This is an optimization exercise on Yosys and OpenROAD, whose aim is small area, a short achievable clock period and few clock cycles, not a production implementation. In this exercise RTL edits were held to simulation tests only and were not proved equivalent to the original. Power and IR drop assume default switching activity.

==> flow/design.v <==
module nb_tx_top #(parameter TBS = 16 , parameter G = 132, parameter Qm = 2, parameter rv_indx = 0)
    (
        output logic                  e_k,
        output logic                  RM_Valid,
        input logic                   i_data_crc,
        input logic                   i_clk_crc,
                                      i_rst_crc
    );
    logic [3:0]  lo;
    logic [8:0]  hi;
    logic [15:0] d;
    logic [16:0] m, mq;
    logic        din, load, e_en, enq, v_nxt;
    assign din = i_data_crc;
    always_ff @(posedge i_clk_crc, negedge i_rst_crc)
        if (!i_rst_crc) begin
            lo <= 4'd0;
            hi <= 9'd1;
        end else begin
            lo <= (lo == 4'd15) ? 4'd0 : lo + 4'd1;
            if (lo == 4'd15) hi <= {hi[7:0], 1'b0};
        end
    always_ff @(posedge i_clk_crc)
        d <= {d[14:0], load ? din : d[15]};
    always_ff @(posedge i_clk_crc, negedge i_rst_crc)
        if (!i_rst_crc) RM_Valid <= 1'b0;
        else RM_Valid <= v_nxt;
    always_ff @(posedge i_clk_crc)
        mq <= m;
    always_ff @(posedge i_clk_crc, negedge i_rst_crc)
        if (!i_rst_crc) enq <= 1'b0;
        else enq <= e_en;
    always_ff @(posedge i_clk_crc, negedge i_rst_crc)
        if (!i_rst_crc) e_k <= 1'b0;
        else if (enq) e_k <= ^({din, d} & mq);
    assign load = hi[0];
    assign v_nxt = (hi[0] & ((lo == 4'd9) | (lo == 4'd10) | (lo == 4'd11) | (lo == 4'd12) | (lo == 4'd13) | (lo == 4'd14) | (lo == 4'd15)))
        | hi[1]
        | hi[2]
        | hi[3]
        | hi[4]
        | hi[5]
        | hi[6]
        | hi[7]
        | (hi[8] & ((lo == 4'd0) | (lo == 4'd1) | (lo == 4'd2) | (lo == 4'd3) | (lo == 4'd4) | (lo == 4'd5) | (lo == 4'd6) | (lo == 4'd7) | (lo == 4'd8) | (lo == 4'd9) | (lo == 4'd10) | (lo == 4'd11) | (lo == 4'd12)));
    assign e_en = (hi[0] & ((lo == 4'd11) | (lo == 4'd13) | (lo == 4'd14) | (lo == 4'd15)))
        | (hi[1] & ((lo == 4'd1) | (lo == 4'd2) | (lo == 4'd3) | (lo == 4'd5) | (lo == 4'd6) | (lo == 4'd7) | (lo == 4'd9) | (lo == 4'd11) | (lo == 4'd13) | (lo == 4'd14) | (lo == 4'd15)))
        | (hi[2] & ((lo == 4'd1) | (lo == 4'd2) | (lo == 4'd3) | (lo == 4'd5) | (lo == 4'd6) | (lo == 4'd7) | (lo == 4'd9) | (lo == 4'd11) | (lo == 4'd13) | (lo == 4'd14) | (lo == 4'd15)))
        | (hi[3] & ((lo == 4'd1) | (lo == 4'd2) | (lo == 4'd3) | (lo == 4'd5) | (lo == 4'd6) | (lo == 4'd7) | (lo == 4'd9) | (lo == 4'd11) | (lo == 4'd13) | (lo == 4'd14) | (lo == 4'd15)))
        | (hi[4] & ((lo == 4'd1) | (lo == 4'd2) | (lo == 4'd3) | (lo == 4'd5) | (lo == 4'd6) | (lo == 4'd7) | (lo == 4'd12) | (lo == 4'd13)))
        | (hi[5] & ((lo == 4'd0) | (lo == 4'd1) | (lo == 4'd4) | (lo == 4'd5) | (lo == 4'd6) | (lo == 4'd7) | (lo == 4'd8) | (lo == 4'd9) | (lo == 4'd12) | (lo == 4'd13) | (lo == 4'd14) | (lo == 4'd15)))
        | (hi[6] & ((lo == 4'd0) | (lo == 4'd1) | (lo == 4'd4) | (lo == 4'd5) | (lo == 4'd6) | (lo == 4'd7) | (lo == 4'd8) | (lo == 4'd9) | (lo == 4'd12) | (lo == 4'd13)))
        | (hi[7] & ((lo == 4'd0) | (lo == 4'd1) | (lo == 4'd4) | (lo == 4'd5) | (lo == 4'd6) | (lo == 4'd7) | (lo == 4'd8) | (lo == 4'd9) | (lo == 4'd12) | (lo == 4'd13) | (lo == 4'd14) | (lo == 4'd15)))
        | (hi[8] & ((lo == 4'd0) | (lo == 4'd1) | (lo == 4'd4) | (lo == 4'd5) | (lo == 4'd6) | (lo == 4'd7) | (lo == 4'd8) | (lo == 4'd9) | (lo == 4'd12) | (lo == 4'd13)));
    assign m[0] = (hi[0] & ((lo == 4'd11) | (lo == 4'd13)))
        | (hi[1] & ((lo == 4'd1) | (lo == 4'd7)))
        | (hi[2] & ((lo == 4'd6) | (lo == 4'd7) | (lo == 4'd9)))
        | (hi[3] & ((lo == 4'd6) | (lo == 4'd9) | (lo == 4'd13)))
        | (hi[4] & ((lo == 4'd2) | (lo == 4'd6)))
        | (hi[5] & ((lo == 4'd6) | (lo == 4'd7) | (lo == 4'd12) | (lo == 4'd14) | (lo == 4'd15)))
        | (hi[6] & ((lo == 4'd4) | (lo == 4'd6) | (lo == 4'd7) | (lo == 4'd8) | (lo == 4'd12)))
        | (hi[7] & ((lo == 4'd0) | (lo == 4'd4) | (lo == 4'd5) | (lo == 4'd6) | (lo == 4'd7) | (lo == 4'd8) | (lo == 4'd12) | (lo == 4'd13)))
        | (hi[8] & ((lo == 4'd0) | (lo == 4'd4) | (lo == 4'd5) | (lo == 4'd8)));
    assign m[1] = (hi[1] & ((lo == 4'd2) | (lo == 4'd6) | (lo == 4'd9) | (lo == 4'd14)))
        | (hi[2] & ((lo == 4'd7) | (lo == 4'd11) | (lo == 4'd13) | (lo == 4'd14)))
        | (hi[3] & ((lo == 4'd1) | (lo == 4'd2) | (lo == 4'd7) | (lo == 4'd13) | (lo == 4'd14)))
        | (hi[4] & ((lo == 4'd2)))
        | (hi[5] & ((lo == 4'd1) | (lo == 4'd4) | (lo == 4'd5) | (lo == 4'd6) | (lo == 4'd8) | (lo == 4'd13) | (lo == 4'd14) | (lo == 4'd15)))
        | (hi[6] & ((lo == 4'd0) | (lo == 4'd1) | (lo == 4'd8) | (lo == 4'd9)))
        | (hi[7] & ((lo == 4'd0) | (lo == 4'd1) | (lo == 4'd4) | (lo == 4'd5) | (lo == 4'd9) | (lo == 4'd12) | (lo == 4'd14)))
        | (hi[8] & ((lo == 4'd0) | (lo == 4'd4) | (lo == 4'd5) | (lo == 4'd6) | (lo == 4'd7) | (lo == 4'd8) | (lo == 4'd9) | (lo == 4'd12) | (lo == 4'd13)));
    assign m[2] = (hi[0] & ((lo == 4'd14)))
        | (hi[1] & ((lo == 4'd6) | (lo == 4'd7) | (lo == 4'd11) | (lo == 4'd13)))
        | (hi[2] & ((lo == 4'd1) | (lo == 4'd2) | (lo == 4'd14)))
        | (hi[3] & ((lo == 4'd1) | (lo == 4'd2) | (lo == 4'd6) | (lo == 4'd9) | (lo == 4'd13)))
        | (hi[4] & ((lo == 4'd7) | (lo == 4'd12) | (lo == 4'd13)))
        | (hi[5] & ((lo == 4'd0) | (lo == 4'd6) | (lo == 4'd7) | (lo == 4'd8) | (lo == 4'd12) | (lo == 4'd14)))
        | (hi[6] & ((lo == 4'd0) | (lo == 4'd4) | (lo == 4'd8) | (lo == 4'd12) | (lo == 4'd13)))
        | (hi[7] & ((lo == 4'd0) | (lo == 4'd5) | (lo == 4'd7) | (lo == 4'd9) | (lo == 4'd14) | (lo == 4'd15)))
        | (hi[8] & ((lo == 4'd1) | (lo == 4'd4) | (lo == 4'd8) | (lo == 4'd12) | (lo == 4'd13)));
    assign m[3] = (hi[1] & ((lo == 4'd2) | (lo == 4'd6) | (lo == 4'd7)))
        | (hi[2] & ((lo == 4'd6)))
        | (hi[3] & ((lo == 4'd1) | (lo == 4'd2) | (lo == 4'd6) | (lo == 4'd7) | (lo == 4'd11) | (lo == 4'd14)))
        | (hi[4] & ((lo == 4'd1) | (lo == 4'd2) | (lo == 4'd7) | (lo == 4'd12)))
        | (hi[5] & ((lo == 4'd1) | (lo == 4'd5) | (lo == 4'd7) | (lo == 4'd8) | (lo == 4'd12) | (lo == 4'd14) | (lo == 4'd15)))
        | (hi[6] & ((lo == 4'd1) | (lo == 4'd12)))
        | (hi[7] & ((lo == 4'd0) | (lo == 4'd5) | (lo == 4'd6) | (lo == 4'd7) | (lo == 4'd8) | (lo == 4'd12) | (lo == 4'd13) | (lo == 4'd14) | (lo == 4'd15)))
        | (hi[8] & ((lo == 4'd0) | (lo == 4'd4) | (lo == 4'd5) | (lo == 4'd8) | (lo == 4'd12) | (lo == 4'd13)));
    assign m[4] = (hi[0] & ((lo == 4'd13)))
        | (hi[1] & ((lo == 4'd1) | (lo == 4'd2) | (lo == 4'd9) | (lo == 4'd14)))
        | (hi[2] & ((lo == 4'd2) | (lo == 4'd6) | (lo == 4'd9) | (lo == 4'd14)))
        | (hi[3] & ((lo == 4'd1) | (lo == 4'd6) | (lo == 4'd14)))
        | (hi[4] & ((lo == 4'd2) | (lo == 4'd6) | (lo == 4'd12) | (lo == 4'd13)))
        | (hi[5] & ((lo == 4'd0) | (lo == 4'd1) | (lo == 4'd4) | (lo == 4'd5) | (lo == 4'd7) | (lo == 4'd9) | (lo == 4'd12) | (lo == 4'd14) | (lo == 4'd15)))
        | (hi[6] & ((lo == 4'd4) | (lo == 4'd9) | (lo == 4'd12) | (lo == 4'd13)))
        | (hi[7] & ((lo == 4'd5) | (lo == 4'd6) | (lo == 4'd9) | (lo == 4'd12) | (lo == 4'd13) | (lo == 4'd14) | (lo == 4'd15)))
        | (hi[8] & ((lo == 4'd0) | (lo == 4'd1) | (lo == 4'd5) | (lo == 4'd8) | (lo == 4'd12)));
    assign m[5] = (hi[0] & ((lo == 4'd13) | (lo == 4'd14)))
        | (hi[1] & ((lo == 4'd1) | (lo == 4'd2) | (lo == 4'd6) | (lo == 4'd7) | (lo == 4'd9) | (lo == 4'd14)))
        | (hi[2] & ((lo == 4'd7) | (lo == 4'd9) | (lo == 4'd13)))
        | (hi[3] & ((lo == 4'd9) | (lo == 4'd14)))
        | (hi[4] & ((lo == 4'd12)))
        | (hi[5] & ((lo == 4'd5) | (lo == 4'd7) | (lo == 4'd8) | (lo == 4'd12) | (lo == 4'd15)))
        | (hi[6] & ((lo == 4'd4) | (lo == 4'd5) | (lo == 4'd6) | (lo == 4'd7) | (lo == 4'd8) | (lo == 4'd12) | (lo == 4'd13)))
        | (hi[7] & ((lo == 4'd0) | (lo == 4'd1) | (lo == 4'd4) | (lo == 4'd5) | (lo == 4'd6) | (lo == 4'd8) | (lo == 4'd9) | (lo == 4'd12) | (lo == 4'd14) | (lo == 4'd15)))
        | (hi[8] & ((lo == 4'd1) | (lo == 4'd4) | (lo == 4'd5) | (lo == 4'd6) | (lo == 4'd7) | (lo == 4'd8) | (lo == 4'd12)));
    assign m[6] = (hi[1] & ((lo == 4'd1) | (lo == 4'd2) | (lo == 4'd5) | (lo == 4'd7) | (lo == 4'd9) | (lo == 4'd13)))
        | (hi[2] & ((lo == 4'd1) | (lo == 4'd13) | (lo == 4'd14)))
        | (hi[3] & ((lo == 4'd6) | (lo == 4'd9) | (lo == 4'd14)))
        | (hi[4] & ((lo == 4'd2) | (lo == 4'd12)))
        | (hi[5] & ((lo == 4'd0) | (lo == 4'd4) | (lo == 4'd6) | (lo == 4'd12) | (lo == 4'd13) | (lo == 4'd15)))
        | (hi[6] & ((lo == 4'd0) | (lo == 4'd5) | (lo == 4'd7) | (lo == 4'd8) | (lo == 4'd9) | (lo == 4'd12)))
        | (hi[7] & ((lo == 4'd1) | (lo == 4'd4) | (lo == 4'd5) | (lo == 4'd6) | (lo == 4'd7) | (lo == 4'd12) | (lo == 4'd14) | (lo == 4'd15)))
        | (hi[8] & ((lo == 4'd1) | (lo == 4'd5) | (lo == 4'd6) | (lo == 4'd9) | (lo == 4'd12) | (lo == 4'd13)));
    assign m[7] = (hi[1] & ((lo == 4'd2) | (lo == 4'd13) | (lo == 4'd14)))
        | (hi[2] & ((lo == 4'd1) | (lo == 4'd6)))
        | (hi[3] & ((lo == 4'd5) | (lo == 4'd7) | (lo == 4'd9) | (lo == 4'd13)))
        | (hi[4] & ((lo == 4'd1) | (lo == 4'd2) | (lo == 4'd6) | (lo == 4'd7) | (lo == 4'd13)))
        | (hi[5] & ((lo == 4'd4) | (lo == 4'd5) | (lo == 4'd6) | (lo == 4'd8) | (lo == 4'd13)))
        | (hi[6] & ((lo == 4'd0) | (lo == 4'd1) | (lo == 4'd4) | (lo == 4'd7) | (lo == 4'd8) | (lo == 4'd12)))
        | (hi[7] & ((lo == 4'd4) | (lo == 4'd6) | (lo == 4'd7) | (lo == 4'd8) | (lo == 4'd12)))
        | (hi[8] & ((lo == 4'd0) | (lo == 4'd1) | (lo == 4'd4) | (lo == 4'd5) | (lo == 4'd6) | (lo == 4'd7) | (lo == 4'd9) | (lo == 4'd13)));
    assign m[8] = (hi[0] & ((lo == 4'd13) | (lo == 4'd14)))
        | (hi[1] & ((lo == 4'd1) | (lo == 4'd2) | (lo == 4'd6) | (lo == 4'd7) | (lo == 4'd9)))
        | (hi[2] & ((lo == 4'd5) | (lo == 4'd6)))
        | (hi[3] & ((lo == 4'd7) | (lo == 4'd14)))
        | (hi[4] & ((lo == 4'd1) | (lo == 4'd2) | (lo == 4'd7) | (lo == 4'd12)))
        | (hi[5] & ((lo == 4'd0) | (lo == 4'd1) | (lo == 4'd5) | (lo == 4'd7) | (lo == 4'd8) | (lo == 4'd9)))
        | (hi[6] & ((lo == 4'd1) | (lo == 4'd4) | (lo == 4'd5) | (lo == 4'd6) | (lo == 4'd7) | (lo == 4'd8) | (lo == 4'd13)))
        | (hi[7] & ((lo == 4'd0) | (lo == 4'd1) | (lo == 4'd7) | (lo == 4'd8) | (lo == 4'd13) | (lo == 4'd15)))
        | (hi[8] & ((lo == 4'd0) | (lo == 4'd1) | (lo == 4'd5) | (lo == 4'd7) | (lo == 4'd8)));
    assign m[9] = (hi[0] & ((lo == 4'd13) | (lo == 4'd14)))
        | (hi[1] & ((lo == 4'd1) | (lo == 4'd7) | (lo == 4'd14)))
        | (hi[2] & ((lo == 4'd6) | (lo == 4'd7) | (lo == 4'd9) | (lo == 4'd13)))
        | (hi[3] & ((lo == 4'd1) | (lo == 4'd2) | (lo == 4'd6) | (lo == 4'd7) | (lo == 4'd9) | (lo == 4'd14)))
        | (hi[4] & ((lo == 4'd5) | (lo == 4'd12)))
        | (hi[5] & ((lo == 4'd4) | (lo == 4'd5) | (lo == 4'd7) | (lo == 4'd12) | (lo == 4'd13) | (lo == 4'd14)))
        | (hi[6] & ((lo == 4'd4) | (lo == 4'd5) | (lo == 4'd13)))
        | (hi[7] & ((lo == 4'd1) | (lo == 4'd5) | (lo == 4'd6) | (lo == 4'd9) | (lo == 4'd13) | (lo == 4'd15)))
        | (hi[8] & ((lo == 4'd0) | (lo == 4'd4) | (lo == 4'd5) | (lo == 4'd7) | (lo == 4'd12) | (lo == 4'd13)));
    assign m[10] = (hi[0] & ((lo == 4'd13) | (lo == 4'd14)))
        | (hi[1] & ((lo == 4'd6) | (lo == 4'd9) | (lo == 4'd13)))
        | (hi[2] & ((lo == 4'd1) | (lo == 4'd2) | (lo == 4'd7) | (lo == 4'd13) | (lo == 4'd14)))
        | (hi[3] & ((lo == 4'd1) | (lo == 4'd7) | (lo == 4'd14)))
        | (hi[4] & ((lo == 4'd13)))
        | (hi[5] & ((lo == 4'd7)))
        | (hi[6] & ((lo == 4'd0) | (lo == 4'd1) | (lo == 4'd6) | (lo == 4'd8) | (lo == 4'd12) | (lo == 4'd13)))
        | (hi[7] & ((lo == 4'd0) | (lo == 4'd4) | (lo == 4'd5) | (lo == 4'd7) | (lo == 4'd8) | (lo == 4'd9)))
        | (hi[8] & ((lo == 4'd1) | (lo == 4'd4) | (lo == 4'd6) | (lo == 4'd9) | (lo == 4'd12)));
    assign m[11] = (hi[1] & ((lo == 4'd1) | (lo == 4'd9) | (lo == 4'd13) | (lo == 4'd14)))
        | (hi[2] & ((lo == 4'd1) | (lo == 4'd6) | (lo == 4'd7) | (lo == 4'd13) | (lo == 4'd14)))
        | (hi[3] & ((lo == 4'd6) | (lo == 4'd9) | (lo == 4'd13)))
        | (hi[4] & ((lo == 4'd1) | (lo == 4'd2) | (lo == 4'd6) | (lo == 4'd7) | (lo == 4'd12)))
        | (hi[5] & ((lo == 4'd0) | (lo == 4'd1) | (lo == 4'd5) | (lo == 4'd6) | (lo == 4'd8) | (lo == 4'd12) | (lo == 4'd13) | (lo == 4'd15)))
        | (hi[6] & ((lo == 4'd0) | (lo == 4'd4) | (lo == 4'd5) | (lo == 4'd7) | (lo == 4'd9) | (lo == 4'd12)))
        | (hi[7] & ((lo == 4'd0) | (lo == 4'd1) | (lo == 4'd4) | (lo == 4'd8) | (lo == 4'd9) | (lo == 4'd12) | (lo == 4'd13) | (lo == 4'd14)))
        | (hi[8] & ((lo == 4'd0) | (lo == 4'd7) | (lo == 4'd9) | (lo == 4'd12)));
    assign m[12] = (hi[0] & ((lo == 4'd14) | (lo == 4'd15)))
        | (hi[1] & ((lo == 4'd3) | (lo == 4'd6) | (lo == 4'd9) | (lo == 4'd13) | (lo == 4'd14)))
        | (hi[2] & ((lo == 4'd1) | (lo == 4'd7) | (lo == 4'd9)))
        | (hi[3] & ((lo == 4'd7) | (lo == 4'd9) | (lo == 4'd14)))
        | (hi[4] & ((lo == 4'd1) | (lo == 4'd7) | (lo == 4'd12) | (lo == 4'd13)))
        | (hi[5] & ((lo == 4'd6) | (lo == 4'd13)))
        | (hi[6] & ((lo == 4'd0) | (lo == 4'd4) | (lo == 4'd6) | (lo == 4'd8) | (lo == 4'd9) | (lo == 4'd12)))
        | (hi[7] & ((lo == 4'd7) | (lo == 4'd8) | (lo == 4'd12) | (lo == 4'd13) | (lo == 4'd15)))
        | (hi[8] & ((lo == 4'd6) | (lo == 4'd7) | (lo == 4'd8) | (lo == 4'd9) | (lo == 4'd12)));
    assign m[13] = (hi[1] & ((lo == 4'd2) | (lo == 4'd6) | (lo == 4'd7) | (lo == 4'd14)))
        | (hi[2] & ((lo == 4'd7) | (lo == 4'd15)))
        | (hi[3] & ((lo == 4'd2) | (lo == 4'd3) | (lo == 4'd6) | (lo == 4'd9) | (lo == 4'd13)))
        | (hi[4] & ((lo == 4'd1) | (lo == 4'd2) | (lo == 4'd12) | (lo == 4'd13)))
        | (hi[5] & ((lo == 4'd1) | (lo == 4'd4) | (lo == 4'd5) | (lo == 4'd7) | (lo == 4'd8) | (lo == 4'd9) | (lo == 4'd12) | (lo == 4'd13) | (lo == 4'd14)))
        | (hi[6] & ((lo == 4'd0) | (lo == 4'd1) | (lo == 4'd4) | (lo == 4'd5) | (lo == 4'd6) | (lo == 4'd7) | (lo == 4'd8) | (lo == 4'd9) | (lo == 4'd13)))
        | (hi[7] & ((lo == 4'd0) | (lo == 4'd1) | (lo == 4'd5) | (lo == 4'd9) | (lo == 4'd13) | (lo == 4'd15)))
        | (hi[8] & ((lo == 4'd0) | (lo == 4'd1) | (lo == 4'd4) | (lo == 4'd5) | (lo == 4'd6) | (lo == 4'd7) | (lo == 4'd8) | (lo == 4'd9) | (lo == 4'd12) | (lo == 4'd13)));
    assign m[14] = (hi[0] & ((lo == 4'd14)))
        | (hi[1] & ((lo == 4'd1) | (lo == 4'd6) | (lo == 4'd7) | (lo == 4'd9) | (lo == 4'd15)))
        | (hi[2] & ((lo == 4'd2) | (lo == 4'd3) | (lo == 4'd6) | (lo == 4'd7)))
        | (hi[3] & ((lo == 4'd2) | (lo == 4'd6) | (lo == 4'd7) | (lo == 4'd13) | (lo == 4'd14)))
        | (hi[4] & ((lo == 4'd7)))
        | (hi[5] & ((lo == 4'd0) | (lo == 4'd4) | (lo == 4'd6) | (lo == 4'd8) | (lo == 4'd9) | (lo == 4'd15)))
        | (hi[6] & ((lo == 4'd5) | (lo == 4'd12) | (lo == 4'd13)))
        | (hi[7] & ((lo == 4'd6) | (lo == 4'd7) | (lo == 4'd8) | (lo == 4'd12)))
        | (hi[8] & ((lo == 4'd0) | (lo == 4'd1) | (lo == 4'd4) | (lo == 4'd6) | (lo == 4'd9) | (lo == 4'd13)));
    assign m[15] = (hi[1] & ((lo == 4'd1) | (lo == 4'd6) | (lo == 4'd9) | (lo == 4'd14)))
        | (hi[2] & ((lo == 4'd2) | (lo == 4'd6) | (lo == 4'd14)))
        | (hi[3] & ((lo == 4'd1) | (lo == 4'd6) | (lo == 4'd9) | (lo == 4'd13) | (lo == 4'd14) | (lo == 4'd15)))
        | (hi[4] & ((lo == 4'd2) | (lo == 4'd3) | (lo == 4'd6) | (lo == 4'd12) | (lo == 4'd13)))
        | (hi[5] & ((lo == 4'd0) | (lo == 4'd4) | (lo == 4'd6) | (lo == 4'd14) | (lo == 4'd15)))
        | (hi[6] & ((lo == 4'd1) | (lo == 4'd4) | (lo == 4'd5) | (lo == 4'd7) | (lo == 4'd9)))
        | (hi[7] & ((lo == 4'd0) | (lo == 4'd7) | (lo == 4'd13) | (lo == 4'd15)))
        | (hi[8] & ((lo == 4'd1) | (lo == 4'd6) | (lo == 4'd9) | (lo == 4'd12)));
    assign m[16] = (hi[0] & ((lo == 4'd14)));
endmodule
==> flow/run.sh <==
#!/bin/bash
# synth_recipe.tcl (not shown) runs the flow's synth.tcl, then flattens the netlist and writes it again
# the make line also repeats each setting of config.mk as NAME=value (left out here)
make -C /OpenROAD-flow-scripts/flow DESIGN_CONFIG=/design/flow/config.mk WORK_HOME=/design/flow/orfs CLKGATE_MAP_FILE= SYNTH_SCRIPT=/design/flow/synth_recipe.tcl finish
==> flow/config.mk <==
export PLATFORM = sky130hd
export DESIGN_NAME = nb_tx_top
export DESIGN_NICKNAME = nb_tx_top
export VERILOG_FILES = /design/flow/design.v
export SDC_FILE = /design/flow/constraint.sdc
export NUM_CORES = 4
export LEC_CHECK = 0
export ABC_AREA = 1
export CAP_MARGIN = 20
export CORE_MARGIN = 2
export CORE_UTILIZATION = 30
export CTS_BUF_LIST = sky130_fd_sc_hd__clkbuf_8
export PLACE_DENSITY = 0.5
export SETUP_SLACK_MARGIN = 4.5
export SLEW_MARGIN = 20
==> flow/constraint.sdc <==
create_clock -name core_clock -period 7.0 [get_ports {i_clk_crc}]
set_input_delay 1.4000 -clock core_clock [delete_from_list [all_inputs] [get_ports {i_clk_crc}]]
set_output_delay 1.4000 -clock core_clock [all_outputs]
set_load 0.01 [all_outputs]
==> impl_metrics.tcl, run 1 <==
set metrics [dict create \
    pwr-share-comb 0.006 \
    cts_buffers 5 \
    num_rows 39 \
    seq_power_share 0.596 \
    cts_resized 3 \
    yosysMostFrequentCell "nand2_1" \
    synthCells 557 \
    power.total_mw 0.4698 \
    p_leak_nw 2.041 \
    gp_congestion 1.037 \
    final_net_count 559 \
    clock_path_buffers 2 \
    grt_pass1_wl_um 24040 \
    final_util 0.3299 \
    drtAntennaViolNets 0 \
    antennaDiodeCount 0 \
    finClkSkew_ps 10.85 \
    syn_area_um2 3523 \
    synth_common_cells "nand2_1 (180), inv_1 (57), o21ai_0 (48), nor2_1 (34), dfxtp_1 (33)" \
    clock_latency_ps 330 \
    crit_type "flop to flop" \
    p_sw_mw 0.09959 \
    finalCritPeriodShare 0.3506 \
    root_buffer "clkbuf_8" \
    grtUsageTotal 0.2533 \
    yosysSeqAreaShare 0.3015 \
    maxCapViolCount 0 \
    tightest_slew_ps 788.2 \
    core_um2 11420 \
    grt-ovfl-total 0 \
    fin_crit_ps 2454 \
    irDropWorstVdd_uv 106.0 \
    clkPwrFrac 0.398 \
    sw_frac_of_total 0.2120 \
    synth_seq_cells 49 \
    grt_max_degree 21 \
    arrival_ps 2630 \
    grt_pass1_vias 3980 \
    pin_count 5 \
    synth_ff_type "dfxtp_1" \
    ys_top_cells_by_area "nand2_1 (19%), dfxtp_1 (19%), dfrtp_1 (11%)" \
    crit_fanout 11 \
    hold_class "flop to flop" \
    run_status "finished clean" \
    via_per_inst 5.751 \
    wl_per_cell_um 22.39 \
    yosysWarnings 1 \
    clkTransAtPathRegs_ps 90 \
    htree_levels 2 \
    drc 0 \
    start_util 0.3086 \
    fmax_mhz 407.5 \
    hold_buffers 0 \
    syn2layout_area_growth_pct 6.925 \
    antenna_found_initial 0 \
    synth.net_count 564 \
    cts_tree "yes" \
    max_slew_margin 0.4745 \
    slowest_stage "dfrtp_1" \
    synth_edf_count 0 \
    p_int_mw 0.3702 \
    power.density_nw_per_um2 124.7 \
    hold_viol 0 \
    cts.sinks 49 \
    finalSetupViolations 0 \
    crit_required_ps 7180 \
    portBuffers 4 \
    rsz0062_at_grt "true" \
    dp_hpwl_um 11630 \
    drt-initial-drc-count 507 \
    vias 4003 \
    die_y_um 112.4 \
    drtPass1Iterations 5 \
    routed_wl_um 15590 \
    netlist.area_leader.share 0.1918 \
    worstSetupEndpointType "flop" \
    die_w_um 112.4 \
    critical-path-max-stage-delay_ps 420 \
    yosysUniqueCellTypes 40 \
    syn-mean-instance-area_um2 6.326 \
    post_cts_buffers 0 \
    fin_tns_setup_ps 0 \
    netlist.top_cell.by_area "nand2_1" \
    design.die.area_um2 12630 \
    crit_path_start_kind "flop" \
    crit_chain "inv_1 -> ha_1 -> nand2_2 -> inv_1 -> nor2_1 -> nor2_1 -> a211oi_1 -> nand4_1" \
    layout-drive-gt1-share 0.09403 \
    ys_async_sr_fraction 0.3265 \
    slew_violations 0 \
]
path summary, 6_finish.rpt:
path                                 from     to  slack [ps]  cells after the start
min in group asynchronous       i_rst_crc  lo[3]        1510                      1
max in group asynchronous       i_rst_crc  hi[8]        5010                      1
worst min-delay path                 d[3]   d[4]         360                      0
worst max-delay path                lo[1]  mq[8]        4550                      8
worst min register to register       d[3]   d[4]         360                      0
worst max register to register      lo[1]  mq[8]        4550                      8
critical path: cells and delay by family (launching register included):
kind / cells / cell delay (ps)
simple gates: 4 / 950
flops: 1 / 420
fa+ha+maj: 1 / 380
buf+inv: 2 / 320
compound gates: 1 / 230
registers in the layout, summed over array words and instances (netlist names):
name	flops
hi	9
enq	1
lo	4
mq	17
e_k	1
d	16
RM_Valid	1
cell families (layout without fill, tap and decap cells):
family | count (synthesis) | count (layout) | share of synthesized area
AO/OA/AOI/OAI | 118 | 118 | 0.1932
XOR/XNOR | 2 | 2 | 0.004972
adder cells (fa/ha/maj) | 4 | 4 | 0.01421
buffers and inverters | 82 | 78 | 0.09695
flip-flops | 49 | 49 | 0.3015
AND/OR/NAND/NOR | 302 | 302 | 0.3892
layout by cell type, fill, tap and decap left out, drive strengths merged, types with 3 or more instances in the layout:
| master | netlist | routed |
|---|---|---|
| dfxtp | 33 | 33 |
| o31ai | 6 | 6 |
| inv | 65 | 65 |
| o2111ai | 5 | 5 |
| o211ai | 5 | 5 |
| dfrtp | 15 | 15 |
| a21oi | 31 | 31 |
| o22ai | 3 | 3 |
| nand4 | 12 | 12 |
| nor2 | 46 | 46 |
| ha | 4 | 4 |
| a31oi | 8 | 8 |
| nor3 | 16 | 16 |
| nand3 | 24 | 24 |
| nand2 | 198 | 198 |
| clkbuf | 10 | 7 |
| o21ai | 55 | 55 |
| nor4 | 3 | 3 |
metrics by stage:
stage	instances	hold slack [ps]	cell area (µm²)	worst slack, ps
after floorplan	557	331.1	3523	5202
after global placement	688	336.2	3651	4384
after detailed placement	688	345.7	3651	4458
after CTS	696	360.5	3755	4589
after global routing	696	365.5	3767	4474
final	696	356.6	3767	4546
power by group through the flow:
stage / Sequential [mW] / Clock (mW) / Combinational [mW]
floorplan: 0.286 / 0 / 0.00000151
global placement: 0.286 / 0 / 0.00315
detailed placement: 0.286 / 0 / 0.00321
CTS: 0.280 / 0.194 / 0.00324
global route: 0.280 / 0.209 / 0.00351
finish: 0.280 / 0.187 / 0.00304
layer usage:
metal | vias to the layer above | GRT usage | wire length (µm)
met2 | 260 | 0.3900 | 6764
met5 | - | 0 | 0
met4 | 0 | 0.1512 | 1184
li1 | 1828 | - | -
met3 | 88 | 0.06641 | 1467
met1 | 1827 | 0.3186 | 6169
layout make-up:
cell class,count,area [µm²]
Fill cell,1294,7651
Timing Repair Buffer,4,37.54
Clock inverter,1,5.005
Inverter,66,250.2
Clock buffer,7,96.34
Multi-Input combinational cell,426,2137
Sequential cell,49,1062
Tap cell,143,178.9
Testbench counts, summed over its fixed seeds: cycles 13,920.
==> run 2: changes to the inputs <==
--- a/flow/config.mk
+++ b/flow/config.mk
@@ -9,7 +9,6 @@
 export CAP_MARGIN = 20
 export CORE_MARGIN = 2
 export CORE_UTILIZATION = 30
-export CTS_BUF_LIST = sky130_fd_sc_hd__clkbuf_8
 export PLACE_DENSITY = 0.5
 export SETUP_SLACK_MARGIN = 4.5
 export SLEW_MARGIN = 20
==> impl_metrics.tcl, run 2 <==
set metrics [dict create \
    crit_type "flop to flop" \
    synth_common_cells "nand2_1 (180), inv_1 (57), o21ai_0 (48), nor2_1 (34), dfxtp_1 (33)" \
    tightest_slew_ps 773.7 \
    finClkSkew_ps 9.353 \
    grt_max_degree 21 \
    dr.max_layer_used "met4" \
    yosysWarnings 1 \
    pwr-share-comb 0.006 \
    arrival_ps 2550 \
    path_buf_inv 2 \
    netlist.top_cell.by_area "nand2_1" \
    cts.sinks 49 \
    maxCapViolCount 0 \
    drc 0 \
    synth_seq_cells 49 \
    drtPass1Iterations 5 \
    synth.net_count 564 \
    clkPwrFrac 0.476 \
    core_um2 11420 \
    largest-register "mq" \
    wl_met2_um 6737 \
    synthCells 557 \
    crit_path_start_kind "flop" \
    hold_path_depth 0 \
    slowest_stage "dfrtp_1" \
    synth_ff_type "dfxtp_1" \
    ys_async_sr_fraction 0.3265 \
    grt_pass1_wl_um 23960 \
    clock_path_buffers 2 \
    run_status "finished clean" \
    r2r.worst_path.cells 8 \
    finalCritPeriodShare 0.3417 \
    p_int_mw 0.4325 \
    yosysSeqAreaShare 0.3015 \
    regArea_um2 1062 \
    final_cells 696 \
    gp_congestion 1.037 \
    die_w_um 112.4 \
    irDropWorstVdd_uv 130.1 \
    p_leak_nw 2.067 \
    fin_crit_ps 2392 \
    finalSetupViolations 0 \
    timing.final.ws_setup_ps 4608 \
    post_cts_buffers 0 \
    num-fill-cells 1290 \
    max_slew_margin 0.4826 \
    num_rows 39 \
    cp_common_cell "inv_1" \
    endpoint "mq[3]" \
    r2r-end "mq[3]" \
    drtAntennaViolNets 0 \
    reg_top3 "mq (17), d (16), hi (9)" \
    preCtsSetupSlack_ps 4458 \
    antenna_found_initial 0 \
    seq_power_share 0.519 \
    netlist.area_leader.share 0.1918 \
    rsz0062_at_grt "true" \
    start_util 0.3086 \
    layout.cells.most_common "nand2_1" \
    ys_top_cells_by_area "nand2_1 (19%), dfxtp_1 (19%), dfrtp_1 (11%)" \
    wl_met3_um 1435 \
    grtUsageTotal 0.2530 \
    path_delay_family "simple AND/OR/NAND/NOR gates" \
    cts_tree "yes" \
    power.density_nw_per_um2 141.3 \
    portBuffers 4 \
    via_per_inst 5.800 \
    final_cell_mix "nand2_1 (180), inv_1 (57), o21ai_0 (48)" \
    yosysMostFrequentCell "nand2_1" \
    hold_viol 0 \
    crit_required_ps 7160 \
    hold_class "flop to flop" \
    syn_area_um2 3523 \
    clkTransAtPathRegs_ps 70 \
    htree_levels 2 \
    syn-mean-instance-area_um2 6.326 \
    drt-met1-wl_um 6114 \
    design.die.area_um2 12630 \
    antennaDiodeCount 0 \
    final_net_count 559 \
    crit_fanout 17 \
    pin_count 5 \
    finalInstanceArea_um2 3824 \
    slew_violations 0 \
    drt-initial-drc-count 469 \
    largest_reg_flops 17 \
    cp.depth 8 \
    crit_path_start "lo[2]" \
    synth_edf_count 0 \
    worstSetupEndpointType "flop" \
    dp_hpwl_um 11630 \
    reg2reg_from "lo[2]" \
    yosysUniqueCellTypes 40 \
    grt_pass1_vias 4005 \
    multi_input_area_um2 2137 \
    fmax_mhz 418.0 \
    syn2layout_area_growth_pct 8.523 \
    p_sw_mw 0.1076 \
    die_y_um 112.4 \
    dpl_cell_area_um2 3651 \
    rrSetupSlack_ps 4610 \
    crit_chain "inv_1 -> nor2_4 -> nand2_4 -> nand2_2 -> nor2_1 -> inv_1 -> o41ai_2 -> nand3b_1" \
    dp.cells 688 \
    routed_wl_um 15490 \
    sw_frac_of_total 0.1992 \
    root_buffer "clkbuf_16" \
    clock_latency_ps 300 \
    grt-ovfl-total 0 \
    layout-drive-gt1-share 0.09403 \
    hold_ws_ps 353.7 \
    critical-path-max-stage-delay_ps 530 \
    fin_tns_setup_ps 0 \
    cts_buffers 5 \
    vias 4037 \
    wl_per_cell_um 22.26 \
]
==> run 2: cell counts after synthesis <==
Identical to the previous run, type by type.
==> run 2: power by group through the flow <==
stage / Sequential (mW) / Clock (mW) / Combinational, mW
CTS: 0.280 / 0.265 / 0.00324
detailed placement: 0.286 / 0 / 0.00321
global placement: 0.286 / 0 / 0.00315
finish: 0.280 / 0.257 / 0.00307
floorplan: 0.286 / 0 / 0.00000151
global route: 0.280 / 0.278 / 0.00351
==> run 2: worst register-to-register path: cells and delay by family, from the launching register on <==
kind / cells / cell delay [ps]
AO/OA/AOI/OAI: 1 / 380
flip-flops: 1 / 530
buffers and inverters: 2 / 320
AND/OR/NAND/NOR: 5 / 1010
==> run 2: how the worst min path moves through the flow <==
stage | endpoint | slack (ps) | start
floorplan | d[10] | 330 | d[9]
global placement | d[14] | 340 | d[13]
detailed placement | d[14] | 350 | d[13]
CTS | d[4] | 360 | d[3]
global route | d[6] | 360 | d[5]
finish | d[4] | 350 | d[3]
==> run 2: metal layers <==
metal,track usage,up-vias
met5,0,-
met4,0.1553,0
met3,0.05994,93
met2,0.3892,256
met1,0.3210,1854
li1,-,1834
==> run 2: metrics by stage <==
step                        util  total power [mW]
after floorplan                -            0.2862
after global placement    0.3197            0.2893
after detailed placement  0.3197            0.2893
after CTS                 0.3338            0.5481
after global routing      0.3349            0.5616
final                     0.3349            0.5402
==> run 2: layout make-up <==
cell class / count / share of cell area
multi-input combinational: 426 / 0.5589
sequential: 49 / 0.2778
inverter: 66 / 0.06544
tap: 143 / 0.04679
clock buffer: 7 / 0.03992
timing repair buffer: 4 / 0.009817
clock inverter: 1 / 0.001309
==> run 2: kinds of logic (layout without fill, tap and decap cells) <==
| logic type | after synthesis | after routing | share of synthesized area |
|---|---|---|---|
| simple gates | 302 | 302 | 0.3892 |
| compound gates | 118 | 118 | 0.1932 |
| buf+inv | 82 | 78 | 0.09695 |
| flops | 49 | 49 | 0.3015 |
| fa+ha+maj | 4 | 4 | 0.01421 |
| xor+xnor | 2 | 2 | 0.004972 |
==> run 2: what timing repair did <==
action	CTS	global route
pin swaps	0	0
gates resized for setup	3	3
hold buffers	0	0
setup endpoints to repair	5	4
==> run 3: changes to the inputs <==
==> flow/flow/run.sh (new file) <==
#!/bin/bash
set -euo pipefail
rm -rf myscripts
cp -r "$FLOW_HOME/scripts" myscripts
cp flow/abc_area.script myscripts/abc_area.script
bash standard.sh SCRIPTS_DIR="$PWD/myscripts" finish > make_finish.log 2>&1
==> flow/flow/abc_area.script (new file) <==
strash
&get -n
&fraig -x
&dc2
&put
dch -f
map -a
strash
dch -f
map -a
strash
dch -f
map -a
topo
==> flow/standard.sh (new file) <==
#!/bin/bash
# synth_recipe.tcl (not shown) runs the flow's synth.tcl, then flattens the netlist and writes it again
# the make line also repeats each setting of config.mk as NAME=value (left out here)
make -C /OpenROAD-flow-scripts/flow DESIGN_CONFIG=/design/flow/config.mk WORK_HOME=/design/flow/orfs CLKGATE_MAP_FILE= SYNTH_SCRIPT=/design/flow/synth_recipe.tcl "${@:-finish}"
removed: flow/run.sh
==> impl_metrics.tcl, run 3 <==
set metrics [dict create \
    seq_power_share 0.557 \
    hold_start "d[9]" \
    syn2layout_area_growth_pct 23.28 \
    grt_max_degree 24 \
    htree_levels 2 \
    tightest_slew_ps 790.5 \
    fmax_mhz 399.5 \
    crit_fanout 9 \
    yosysWarnings 1 \
    drtAntennaViolNets 0 \
    clock_path_buffers 2 \
    p_sw_mw 0.1142 \
    largest-register "mq" \
    antenna_found_initial 0 \
    root_buffer "clkbuf_8" \
    routed_wl_um 14630 \
    worstSetupEndpointType "flop" \
    drt-initial-drc-count 603 \
    via_per_inst 6.366 \
    finalCritPeriodShare 0.3576 \
    antennaDiodeCount 0 \
    vias 3692 \
    dp_hpwl_um 10370 \
    p_int_mw 0.3882 \
    arrival_ps 2670 \
    critical-path-max-stage-delay_ps 450 \
    crit_chain "clkinv_1 -> ha_2 -> clkinv_2 -> nor2_2 -> nor3_2 -> nand3_1 -> o32ai_1 -> nand4_1" \
    yosysUniqueCellTypes 29 \
    reg2reg_from "lo[1]" \
    grt_pass1_wl_um 21860 \
    min_to "d[10]" \
    slew_violations 0 \
    cts_buffers 5 \
    synth_common_cells "nor2_1 (82), clkinv_1 (53), nand2_1 (52), a21oi_1 (46), dfxtp_1 (33)" \
    yosysSeqAreaShare 0.3633 \
    grtUsageTotal 0.2893 \
    drtPass1Iterations 9 \
    start_util 0.3048 \
    synthCells 421 \
    max_slew_margin 0.4713 \
    r2r.worst_path.cells 8 \
    grt-ovfl-total 0 \
    crit_required_ps 7170 \
    hold_path_depth 0 \
    synth_seq_cells 49 \
    final_net_count 453 \
    ys_top_cells_by_area "dfxtp_1 (23%), dfrtp_1 (13%), nor2_1 (11%)" \
    portBuffers 4 \
    p_leak_nw 1.340 \
    ys_async_sr_fraction 0.3265 \
    final_cell_mix "nand2_1 (52), nor2_1 (49), clkinv_1 (45), a21oi_1 (45), dfxtp_1 (33)" \
    maxCapViolCount 0 \
    crit_type "flop to flop" \
    synth_edf_count 0 \
    reg_top3 "mq (17), d (16), hi (9)" \
    synth_ff_type "dfxtp_1" \
    die_w_um 102.7 \
    design.die.area_um2 10550 \
    hold_class "flop to flop" \
    final_util 0.3757 \
    fin_tns_setup_ps 0 \
    grt_pass1_vias 3412 \
    irDropWorstVdd_uv 104.5 \
    preCtsSetupSlack_ps 3784 \
    power.density_nw_per_um2 139.4 \
    layout-drive-gt1-share 0.1745 \
    gp_congestion 1.111 \
    timing.final.ws_setup_ps 4497 \
    fin_crit_ps 2503 \
    synth.net_count 428 \
    crit_path_start_kind "flop" \
    netlist.top_cell.by_area "dfxtp_1" \
    core_um2 9594 \
    cts.sinks 49 \
    rsz0062_at_grt "true" \
    slowest_stage "nor3_2" \
    pwr-share-comb 0.006 \
    wl_per_cell_um 25.22 \
    finalSetupViolations 0 \
    finClkSkew_ps 20.23 \
    yosysMostFrequentCell "nor2_1" \
    pin_count 5 \
    run_status "finished clean" \
    syn-mean-instance-area_um2 6.945 \
    layout.cells.most_common "nand2_1" \
    clock_latency_ps 340 \
    rrSetupSlack_ps 4500 \
    syn_area_um2 2924 \
    die_y_um 102.7 \
    r2r-end "mq[5]" \
    num_rows 36 \
    drc 0 \
    hold_viol 0 \
    cts_tree "yes" \
    netlist.area_leader.share 0.2259 \
    largest_reg_flops 17 \
    sw_frac_of_total 0.2273 \
    hold_buffers 0 \
    clkTransAtPathRegs_ps 110 \
    clkPwrFrac 0.437 \
]
-- run 3: stage by stage --
stage / total power, mW / cells / hold WS [ps] / instance area [µm²]
finish: 0.5024 / 580 / 336.4 / 3605
global route: 0.5114 / 580 / 353.8 / 3605
CTS: 0.5003 / 572 / 339.8 / 3364
detailed placement: 0.2893 / 562 / 336.7 / 3161
global placement: 0.2892 / 562 / 333.6 / 3161
floorplan: 0.2862 / 421 / 331.1 / 2924
-- run 3: area by class of cell --
class                      count  area [µm²]
fill                        1046        5989
multi-input combinational    319        1898
sequential                    49        1064
inverter                      53       209.0
tap                          133       166.4
timing repair buffer          18       153.9
clock buffer                   5       68.82
clock inverter                 3       45.04
-- run 3: timing repair --
item,4_1_cts,5_1_grt
hold endpoints to repair,0,0
setup buffers,2,8
pin swaps,5,6
setup endpoints to repair,20,18
resized for setup,31,53
-- run 3: how the worst max path moves through the flow --
stage	start	end	slack, ps	cells past startpoint
3_3_place_gp	lo[1]	mq[15]	3660	10
2_1_floorplan	lo[2]	mq[3]	4720	10
4_1_cts	lo[0]	mq[13]	4480	11
5_1_grt	lo[1]	mq[15]	4490	11
3_5_place_dp	lo[1]	mq[15]	3780	10
6_report	lo[1]	mq[5]	4500	8
-- run 3: logic make-up after synthesis --
kind of cell,after synthesis,share of synthesized area
xor+xnor,16,0.04792
flops,49,0.3633
simple gates,176,0.2486
compound gates,123,0.2550
fa+ha+maj,4,0.01712
buf+inv,53,0.06804
-- run 3: power groups by stage --
stage                      logic (mW)  clock network, mW  registers [mW]
final                         0.00284              0.220           0.280
after global routing          0.00324              0.228           0.280
after CTS                     0.00298              0.217           0.280
after detailed placement      0.00317                  0           0.286
after global placement        0.00307                  0           0.286
after floorplan           0.000000639                  0           0.286
-- run 3: routing by layer --
layer	global-route usage	routed length, µm	up-vias
li1	-	-	1540
met3	0.05559	1443	133
met2	0.4510	6194	322
met1	0.3769	5725	1697
met4	0.1579	1267	0
met5	0	0	-
-- run 3: critical path, delay by kind of cell, from the launching register on --
kind | cells | cell delay, ps
buf+inv | 2 | 290
flops | 1 | 410
compound gates | 1 | 340
fa+ha+maj | 1 | 270
simple gates | 4 | 1030
==> run 4: changes to the inputs <==
--- a/flow/config.mk
+++ b/flow/config.mk
@@ -9,6 +9,7 @@
 export CAP_MARGIN = 20
 export CORE_MARGIN = 2
 export CORE_UTILIZATION = 30
+export CTS_CLUSTER_SIZE = 10
 export PLACE_DENSITY = 0.5
 export SETUP_SLACK_MARGIN = 4.5
 export SLEW_MARGIN = 20
==> impl_metrics.tcl, run 4 <==
set metrics [dict create \
    slowest_stage "nor3_2" \
    wl_per_cell_um 25.22 \
    root_buffer "clkbuf_8" \
    finClkSkew_ps 20.23 \
    power.density_nw_per_um2 139.4 \
    largest_reg_flops 17 \
    final_cell_mix "nand2_1 (52), nor2_1 (49), clkinv_1 (45), a21oi_1 (45), dfxtp_1 (33)" \
    pin_count 5 \
    antenna_found_initial 0 \
    path_buf_inv 2 \
    preCtsSetupSlack_ps 3784 \
    max_slew_margin 0.4713 \
    arrival_ps 2670 \
    portBuffers 4 \
    dpl_cell_area_um2 3161 \
    routed_wl_um 14630 \
    fmax_mhz 399.5 \
    cp.depth 8 \
    rrSetupSlack_ps 4500 \
    fin_crit_ps 2503 \
    antennaDiodeCount 0 \
    largest-register "mq" \
    final_net_count 453 \
    finalInstanceArea_um2 3605 \
    crit_required_ps 7170 \
    ys_top_cells_by_area "dfxtp_1 (23%), dfrtp_1 (13%), nor2_1 (11%)" \
    gp_congestion 1.111 \
    p_leak_nw 1.340 \
    netlist.top_cell.by_area "dfxtp_1" \
    path_delay_family "simple AND/OR/NAND/NOR gates" \
    cts_tree "yes" \
    clock_latency_ps 340 \
    synth_seq_cells 49 \
    fin_tns_setup_ps 0 \
    run_status "finished clean" \
    grt_pass1_vias 3412 \
    layout.cells.most_common "nand2_1" \
    synthCells 421 \
    synth_common_cells "nor2_1 (82), clkinv_1 (53), nand2_1 (52), a21oi_1 (46), dfxtp_1 (33)" \
    r2r-end "mq[5]" \
    syn_area_um2 2924 \
    drtAntennaViolNets 0 \
    clkTransAtPathRegs_ps 110 \
    timing.final.ws_setup_ps 4497 \
    reg_top3 "mq (17), d (16), hi (9)" \
    cts.sinks 49 \
    num_rows 36 \
    crit_fanout 9 \
    hold_buffers 0 \
    core_um2 9594 \
    start_util 0.3048 \
    yosysWarnings 1 \
    reg2reg_from "lo[1]" \
    die_w_um 102.7 \
    grt-ovfl-total 0 \
    yosysMostFrequentCell "nor2_1" \
    htree_levels 2 \
    finalCritPeriodShare 0.3576 \
    grtUsageTotal 0.2893 \
    irDropWorstVdd_uv 104.5 \
    crit_path_start "lo[1]" \
    cts_buffers 5 \
    hold_class "flop to flop" \
    tightest_slew_ps 790.5 \
    critical-path-max-stage-delay_ps 450 \
    dp_hpwl_um 10370 \
    finalSetupViolations 0 \
    yosysSeqAreaShare 0.3633 \
    vias 3692 \
    maxCapViolCount 0 \
    rsz0062_at_grt "true" \
    hold_ws_ps 336.4 \
    slew_violations 0 \
    synth.net_count 428 \
    via_per_inst 6.366 \
    layout-drive-gt1-share 0.1745 \
    endpoint "mq[5]" \
    drc 0 \
    grt_max_degree 24 \
    crit_type "flop to flop" \
    syn-mean-instance-area_um2 6.945 \
    die_y_um 102.7 \
    hold_viol 0 \
    yosysUniqueCellTypes 29 \
    drtPass1Iterations 9 \
    grt_pass1_wl_um 21860 \
    clock_path_buffers 2 \
    design.die.area_um2 10550 \
    netlist.area_leader.share 0.2259 \
    drt-initial-drc-count 603 \
    crit_chain "clkinv_1 -> ha_2 -> clkinv_2 -> nor2_2 -> nor3_2 -> nand3_1 -> o32ai_1 -> nand4_1" \
    syn2layout_area_growth_pct 23.28 \
    synth_ff_type "dfxtp_1" \
    worstSetupEndpointType "flop" \
    crit_path_start_kind "flop" \
    r2r.worst_path.cells 8 \
    synth_edf_count 0 \
    ys_async_sr_fraction 0.3265 \
]
run 4: cell counts after synthesis:
Identical to the previous run, type by type.
run 4: cells by family after synthesis:
family,after synthesis,share of synthesized area
and+or+nand+nor,176,0.2486
AOI/OAI and AO/OA,123,0.2550
buffers and inverters,53,0.06804
DFF,49,0.3633
xor gates and xnor gates,16,0.04792
adders and majority gates,4,0.01712
run 4: report_power, final:
group          internal [mW]  switching, mW  leakage [nW]  total, mW
Sequential             0.280              0         0.478      0.280
Combinational       0.000772        0.00207         0.804    0.00284
Clock                  0.107          0.112        0.0587      0.220
Total                  0.388          0.114          1.34      0.502
run 4: worst reg2reg max path: stages (launching register included):
cell      delay (ps)
dfrtp_1          410
clkinv_1         140
ha_2             270
clkinv_2         150
nor2_2           150
nor3_2           460
nand3_1          230
o32ai_1          340
nand4_1          200
run 4: layout make-up:
cell class / instances / area, µm²
Fill cell: 1046 / 5989
Multi-Input combinational cell: 319 / 1898
Sequential cell: 49 / 1064
Inverter: 53 / 209.0
Tap cell: 133 / 166.4
Timing Repair Buffer: 18 / 153.9
Clock buffer: 5 / 68.82
Clock inverter: 3 / 45.04
run 4: worst min path at each step:
| stage | slack [ps] | start | cells after the start | to |
|---|---|---|---|---|
| floorplan | 330 | d[9] | 0 | d[10] |
| global placement | 330 | d[14] | 0 | d[15] |
| detailed placement | 340 | d[14] | 0 | d[15] |
| CTS | 340 | d[9] | 0 | d[10] |
| global route | 350 | d[9] | 0 | d[10] |
| finish | 340 | d[9] | 0 | d[10] |
run 4: layer usage:
| layer | up-vias | global-route usage | share of wire |
|---|---|---|---|
| met5 | - | 0 | 0 |
| met4 | 0 | 0.1579 | 0.087 |
| met3 | 133 | 0.05559 | 0.099 |
| met2 | 322 | 0.4510 | 0.42 |
| met1 | 1697 | 0.3769 | 0.39 |
| li1 | 1540 | - | - |
run 4: through the flow:
| step | util | cells | power, mW |
|---|---|---|---|
| after floorplan | - | 421 | 0.2862 |
| after detailed placement | 0.3294 | 562 | 0.2893 |
| after CTS | 0.3507 | 572 | 0.5003 |
| after global placement | 0.3294 | 562 | 0.2892 |
| final | 0.3757 | 580 | 0.5024 |
| after global routing | 0.3757 | 580 | 0.5114 |
run 4: timing repair:
item,CTS,global route
pin swaps,5,6
gates cloned,0,0
resized for setup,31,53
buffers inserted,2,8
endpoints found under the setup margin,20,18
==> run 5: changes to the inputs <==
--- a/flow/config.mk
+++ b/flow/config.mk
@@ -9,7 +9,7 @@
 export CAP_MARGIN = 20
 export CORE_MARGIN = 2
 export CORE_UTILIZATION = 30
-export CTS_CLUSTER_SIZE = 10
+export CTS_BUF_LIST = sky130_fd_sc_hd__clkbuf_16
 export PLACE_DENSITY = 0.5
 export SETUP_SLACK_MARGIN = 4.5
 export SLEW_MARGIN = 20
==> impl_metrics.tcl, run 5 <==
set metrics [dict create \
    cts.sinks 49 \
    largest-register "mq" \
    num-fill-cells 1035 \
    grt_pass1_wl_um 21980 \
    pwr-share-comb 0.005 \
    r2r-end "mq[5]" \
    yosys.area_share.simple 0.2486 \
    wl_per_cell_um 25.15 \
    finalSetupViolations 0 \
    synth_common_cells "nor2_1 (82), clkinv_1 (53), nand2_1 (52), a21oi_1 (46), dfxtp_1 (33)" \
    final_cell_mix "nand2_1 (51), nor2_1 (50), clkinv_1 (46)" \
    yosysSeqAreaShare 0.3633 \
    fin_crit_ps 2469 \
    p_leak_nw 1.354 \
    path_buf_inv 2 \
    grtUsageTotal 0.2904 \
    synth.net_count 428 \
    ys_top_cells_by_area "dfxtp_1 (23%), dfrtp_1 (13%), nor2_1 (11%)" \
    drt-initial-drc-count 670 \
    power.total_mw 0.5682 \
    critical-path-max-stage-delay_ps 440 \
    pin_count 5 \
    crit_fanout 9 \
    largest_reg_flops 17 \
    vias 3597 \
    synth_seq_cells 49 \
    finalCritPeriodShare 0.3528 \
    synth_top_family_by_area "compound AO/OA/AOI/OAI gates" \
    min_to "d[10]" \
    die_w_um 102.7 \
    antenna_found_initial 0 \
    clock_path_buffers 2 \
    rsz0062_at_grt "true" \
    r2r.worst_path.cells 8 \
    num_rows 36 \
    sw_frac_of_total 0.2073 \
    crit_path_start_kind "flop" \
    synth_fa_ha_area_frac 0.01712 \
    synth_compound_area_frac 0.2550 \
    tightest_slew_ps 784.0 \
    path_delay_family "simple AND/OR/NAND/NOR gates" \
    finClkSkew_ps 15.61 \
    drtAntennaViolNets 0 \
    yosysUniqueCellTypes 29 \
    htree_levels 2 \
    reg_top3 "mq (17), d (16), hi (9)" \
    netlist.area_leader.share 0.2259 \
    routed_wl_um 14560 \
    synthCells 421 \
    max_slew_margin 0.4757 \
    synth_edf_count 0 \
    crit_type "flop to flop" \
    die_y_um 102.7 \
    portBuffers 4 \
    syn-mean-instance-area_um2 6.945 \
    p_sw_mw 0.1178 \
    run_status "finished clean" \
    worstSetupEndpointType "flop" \
    fmax_mhz 405.0 \
    syn2layout_area_growth_pct 24.69 \
    hold_start "d[9]" \
    cts_tree "yes" \
    hold_path_depth 0 \
    synth-xor-area-share 0.04792 \
    arrival_ps 2600 \
    synth_ff_type "dfxtp_1" \
    layout-drive-gt1-share 0.1659 \
    drc 0 \
    dp_hpwl_um 10370 \
    cts_buffers 5 \
    crit_chain "clkinv_1 -> ha_2 -> clkinv_2 -> nor2_2 -> nor3_2 -> nand3_1 -> o32ai_1 -> nand4_1" \
    synth_mux_area_frac 0 \
    design.die.area_um2 10550 \
    layout.cells.most_common "nand2_1" \
    hold_buffers 0 \
    hold_class "flop to flop" \
    core_um2 9594 \
    syn_area_um2 2924 \
    slew_violations 0 \
    root_buffer "clkbuf_16" \
    yosysWarnings 1 \
    ys_async_sr_fraction 0.3265 \
    grt_pass1_vias 3376 \
    reg2reg_from "lo[1]" \
    hold_ws_ps 339.0 \
    start_util 0.3048 \
    crit_required_ps 7130 \
    final_net_count 452 \
    seq_power_share 0.493 \
    netlist.top_cell.by_area "dfxtp_1" \
    power.density_nw_per_um2 155.8 \
    irDropWorstVdd_uv 131.5 \
    grt_max_degree 24 \
    maxCapViolCount 0 \
    p_int_mw 0.4504 \
    rrSetupSlack_ps 4530 \
    fin_tns_setup_ps 0 \
    cp.depth 8 \
    antennaDiodeCount 0 \
    gp_congestion 1.111 \
    yosysMostFrequentCell "nor2_1" \
    via_per_inst 6.212 \
    clkPwrFrac 0.502 \
    grt-ovfl-total 0 \
    slowest_stage "nor3_2" \
    drtPass1Iterations 9 \
    hold_viol 0 \
    clkTransAtPathRegs_ps 80 \
    clock_latency_ps 300 \
]
==> run 5: cell counts after synthesis <==
Identical to the previous run, type by type.
==> run 5: layout make-up <==
cell class,instances,area [µm²],area share
Clock buffer,5,125.1,0.03432
Clock inverter,3,45.04,0.01235
Inverter,53,209.0,0.05731
Multi-Input combinational cell,319,1891,0.5185
Sequential cell,49,1064,0.2917
Tap cell,133,166.4,0.04564
Timing Repair Buffer,17,146.4,0.04015
==> run 5: cells by family (layout without fill, tap and decap cells) <==
family | count (synthesis) | in the layout
buf+inv | 53 | 78
flops | 49 | 49
simple gates | 176 | 176
compound gates | 123 | 123
xor+xnor | 16 | 16
fa+ha+maj | 4 | 4
==> run 5: stage by stage <==
step / std cells / area (µm²) / util / setup WS (ps)
global route: 579 / 3646 / 0.3800 / 4483
finish: 579 / 3646 / 0.3800 / 4531
detailed placement: 562 / 3161 / 0.3294 / 3784
floorplan: 421 / 2924 / - / 4717
CTS: 572 / 3421 / 0.3565 / 4475
global placement: 562 / 3161 / 0.3294 / 3657
==> run 5: routing by layer <==
layer,vias up,share of wire,global-route usage
li1,1534,-,-
met1,1650,0.38,0.3773
met2,298,0.43,0.4535
met3,115,0.11,0.06847
met4,0,0.082,0.1405
met5,-,0,0
==> run 5: power by group through the flow <==
| stage | sequential [mW] | clock [mW] | combinational (mW) |
|---|---|---|---|
| 4_1_cts | 0.280 | 0.288 | 0.00298 |
| 3_5_place_dp | 0.286 | 0 | 0.00317 |
| 2_1_floorplan | 0.286 | 0 | 0.000000639 |
| 6_report | 0.280 | 0.285 | 0.00283 |
| 3_3_place_gp | 0.286 | 0 | 0.00307 |
| 5_1_grt | 0.280 | 0.298 | 0.00324 |
==> run 5: worst max path at each step <==
stage	start	end	slack (ps)
floorplan	lo[2]	mq[3]	4720
global placement	lo[1]	mq[15]	3660
detailed placement	lo[1]	mq[15]	3780
CTS	lo[0]	mq[13]	4480
global route	lo[1]	mq[9]	4480
finish	lo[1]	mq[5]	4530
==> run 5: timing repair <==
item	in CTS	in global routing
gates resized for setup	31	51
pin swaps	5	3
endpoints found under the setup margin	20	18
buffers inserted	2	7
==> run 5: worst register-to-register path, stage by stage (launching register included) <==
cell and delay [ps]:
dfrtp_1 430, clkinv_1 150, ha_2 270, clkinv_2 150
nor2_2 140, nor3_2 440, nand3_1 200, o32ai_1 320
nand4_1 200
==> run 6: changes to the inputs <==
==> flow/flow/abc_area.script (replaced) <==
strash
&get -n
&deepsyn -T 60 -I 8
&put
dch -f
map -a
strash
dch -f
map -a
topo
==> impl_metrics.tcl, run 6 <==
set metrics [dict create \
    hold_ws_ps 343.1 \
    routed_wl_um 14100 \
    fmax_mhz 403.6 \
    grt_max_degree 19 \
    power.total_mw 0.5537 \
    num-fill-cells 990 \
    gp_congestion 1.089 \
    cts_tree "yes" \
    ys_async_sr_fraction 0.3265 \
    pin_count 5 \
    final_cell_mix "nor2_1 (66), nand2_1 (61), clkinv_1 (37)" \
    netlist.top_cell.by_area "dfxtp_1" \
    synth_seq_cells 49 \
    power.density_nw_per_um2 154.5 \
    root_buffer "clkbuf_16" \
    path_delay_family "simple AND/OR/NAND/NOR gates" \
    yosysUniqueCellTypes 34 \
    largest-register "mq" \
    finClkSkew_ps 13.62 \
    yosysSeqAreaShare 0.3693 \
    syn2layout_area_growth_pct 24.58 \
    clock_path_buffers 2 \
    drc 0 \
    layout-drive-gt1-share 0.1584 \
    hold_viol 0 \
    synth_common_cells "nor2_1 (83), nand2_1 (62), clkinv_1 (48), a21oi_1 (34), dfxtp_1 (33)" \
    finalInstanceArea_um2 3583 \
    cp_common_cell "clkinv_1" \
    die_y_um 101.9 \
    tightest_slew_ps 745.7 \
    drt-initial-drc-count 747 \
    final_util 0.3860 \
    worstSetupEndpointType "flop" \
    crit_chain "clkinv_1 -> ha_4 -> nor2_2 -> clkinv_1 -> nand2_1 -> o211ai_1 -> or4_2" \
    dp.cells 547 \
    irDropWorstVdd_uv 110.5 \
    layout.cells.most_common "nor2_1" \
    synth_ff_type "dfxtp_1" \
    largest_reg_flops 17 \
    cp.depth 7 \
    design.die.area_um2 10390 \
    cts_buffers 5 \
    grtUsageTotal 0.2762 \
    crit_path_start_kind "flop" \
    preCtsSetupSlack_ps 3235 \
    grt_pass1_wl_um 20870 \
    grt-ovfl-total 0 \
    clkTransAtPathRegs_ps 80 \
    hold_class "flop to flop" \
    wl_per_cell_um 24.68 \
    timing.final.ws_setup_ps 4523 \
    netlist.area_leader.share 0.2297 \
    finalSetupViolations 0 \
    regArea_um2 1069 \
    r2r.worst_path.cells 7 \
    antennaDiodeCount 0 \
    reg_top3 "mq (17), d (16), hi (9)" \
    slowest_stage "or4_2" \
    start_util 0.3098 \
    multi_input_area_um2 1829 \
    dpl_cell_area_um2 3083 \
    htree_levels 2 \
    slew_violations 0 \
    die_w_um 101.9 \
    yosysWarnings 1 \
    maxCapViolCount 0 \
    num_rows 35 \
    synthCells 414 \
    grt_pass1_vias 3415 \
    portBuffers 4 \
    core_um2 9284 \
    antenna_found_initial 0 \
    yosysMostFrequentCell "nor2_1" \
    cts.sinks 49 \
    syn-mean-instance-area_um2 6.948 \
    crit_fanout 10 \
    dp_hpwl_um 10280 \
    via_per_inst 6.292 \
    fin_tns_setup_ps 0 \
    synth_edf_count 0 \
    hold_buffers 0 \
    rsz0062_at_grt "true" \
    vias 3593 \
    crit_type "flop to flop" \
    fin_crit_ps 2477 \
    synth.net_count 421 \
    run_status "finished clean" \
    ys_top_cells_by_area "dfxtp_1 (23%), dfrtp_1 (13%), nor2_1 (11%)" \
    clock_latency_ps 300 \
    max_slew_margin 0.5013 \
    final_net_count 448 \
    drtAntennaViolNets 0 \
    finalCritPeriodShare 0.3539 \
    final_cells 571 \
    arrival_ps 2640 \
    hold_path_depth 0 \
    syn_area_um2 2877 \
    crit_required_ps 7160 \
    p_leak_nw 1.364 \
    drtPass1Iterations 6 \
    critical-path-max-stage-delay_ps 700 \
    path_buf_inv 2 \
]
-- run 6: cell types whose count changed in the layout (fill, tap and decap cells not counted), sizes merged, moves of 3 or more --
| cell | previous run | this run |
|---|---|---|
| a2111oi | 6 | 2 |
| a31oi | 13 | 2 |
| a21oi | 46 | 34 |
| clkinv | 49 | 44 |
| nand2 | 52 | 62 |
| nand3 | 14 | 10 |
| o21ai | 26 | 30 |
| o22ai | 8 | 16 |
| buf | 13 | 16 |
| nand4 | 4 | 7 |
-- run 6: logic make-up after synthesis --
kind of cell             count (synthesis)  share of synthesized area
XOR/XNOR                                16                    0.04872
flip-flops                              49                     0.3693
AO/OA/AOI/OAI                          110                     0.2314
buffers and inverters                   48                    0.06263
AND/OR/NAND/NOR                        187                     0.2706
adder cells (fa/ha/maj)                  4                    0.01740
-- run 6: worst paths after layout --
| check | startpoint | to | slack [ps] |
|---|---|---|---|
| max | lo[0] | mq[2] | 4520 |
| min | d[11] | d[12] | 340 |
| max reg2reg | lo[0] | mq[2] | 4520 |
| min reg2reg | d[11] | d[12] | 340 |
| max in group asynchronous | i_rst_crc | lo[3] | 4920 |
| min in group asynchronous | i_rst_crc | hi[3] | 1540 |
-- run 6: final cells by class --
cell class                      instances  area share
Multi-Input combinational cell        317      0.5105
Tap cell                              129     0.04504
Clock buffer                            6     0.04190
Timing Repair Buffer                   20     0.04260
Clock inverter                          2    0.004539
Sequential cell                        49      0.2982
Inverter                               48     0.05726
-- run 6: per-layer routing --
metal | GRT usage | vias to the layer above | share of wire
li1 | - | 1496 | -
met1 | 0.3333 | 1606 | 0.36
met2 | 0.4231 | 369 | 0.43
met3 | 0.08208 | 122 | 0.13
met4 | 0.1887 | 0 | 0.092
met5 | 0 | - | 0
-- run 6: where the power goes --
| group | switching, mW | internal (mW) |
|---|---|---|
| clock | 0.116 | 0.155 |
| sequential | 0 | 0.280 |
| combinational | 0.00199 | 0.000707 |
| total | 0.118 | 0.436 |
-- run 6: timing repair --
action,4_1_cts,5_1_grt
resized for setup,41,27
pin swaps,7,0
setup buffers,5,11
setup endpoints to repair,31,16

[what the ideal ports hide]
No port has a modelled driver above. Below, the same layouts with a new extraction and two added sets of constraints. Step 1 assumes that a clkbuf_16 drives the clock port and a buf_2 every other input. Step 2 times the ports against the registers' clock, not the clock port: input delays grow and output delays shrink by t, the midpoint of the rising clock arrivals with the driver on. Three values: no drivers, after step 1, after step 2; two values: the first two.
run	t, ns	setup slack, ns	hold WS [ns]	latest minus earliest clock arrival (ns)	worst data-port slew with drivers (ns)
run 1	0.356	4.546 / 4.546 / 4.546	0.357 / 0.357 / 0.357	0.011 / 0.011	0.03
run 2	0.337	4.608 / 4.603 / 4.608	0.354 / 0.354 / 0.354	0.009 / 0.010	0.03
run 3	0.361	4.497 / 4.497 / 4.420	0.336 / 0.336 / 0.336	0.021 / 0.021	0.03
run 4	0.361	4.497 / 4.497 / 4.420	0.336 / 0.336 / 0.336	0.021 / 0.021	0.03
run 5	0.330	4.531 / 4.531 / 4.408	0.339 / 0.339 / 0.339	0.017 / 0.016	0.03
run 6	0.324	4.523 / 4.523 / 4.329	0.343 / 0.343 / 0.343	0.014 / 0.014	0.03
After both steps every run listed still meets setup and hold. The setup slack of run 6, which loses most, moves by 0.000 ns with the drivers and by -0.194 ns with both steps.
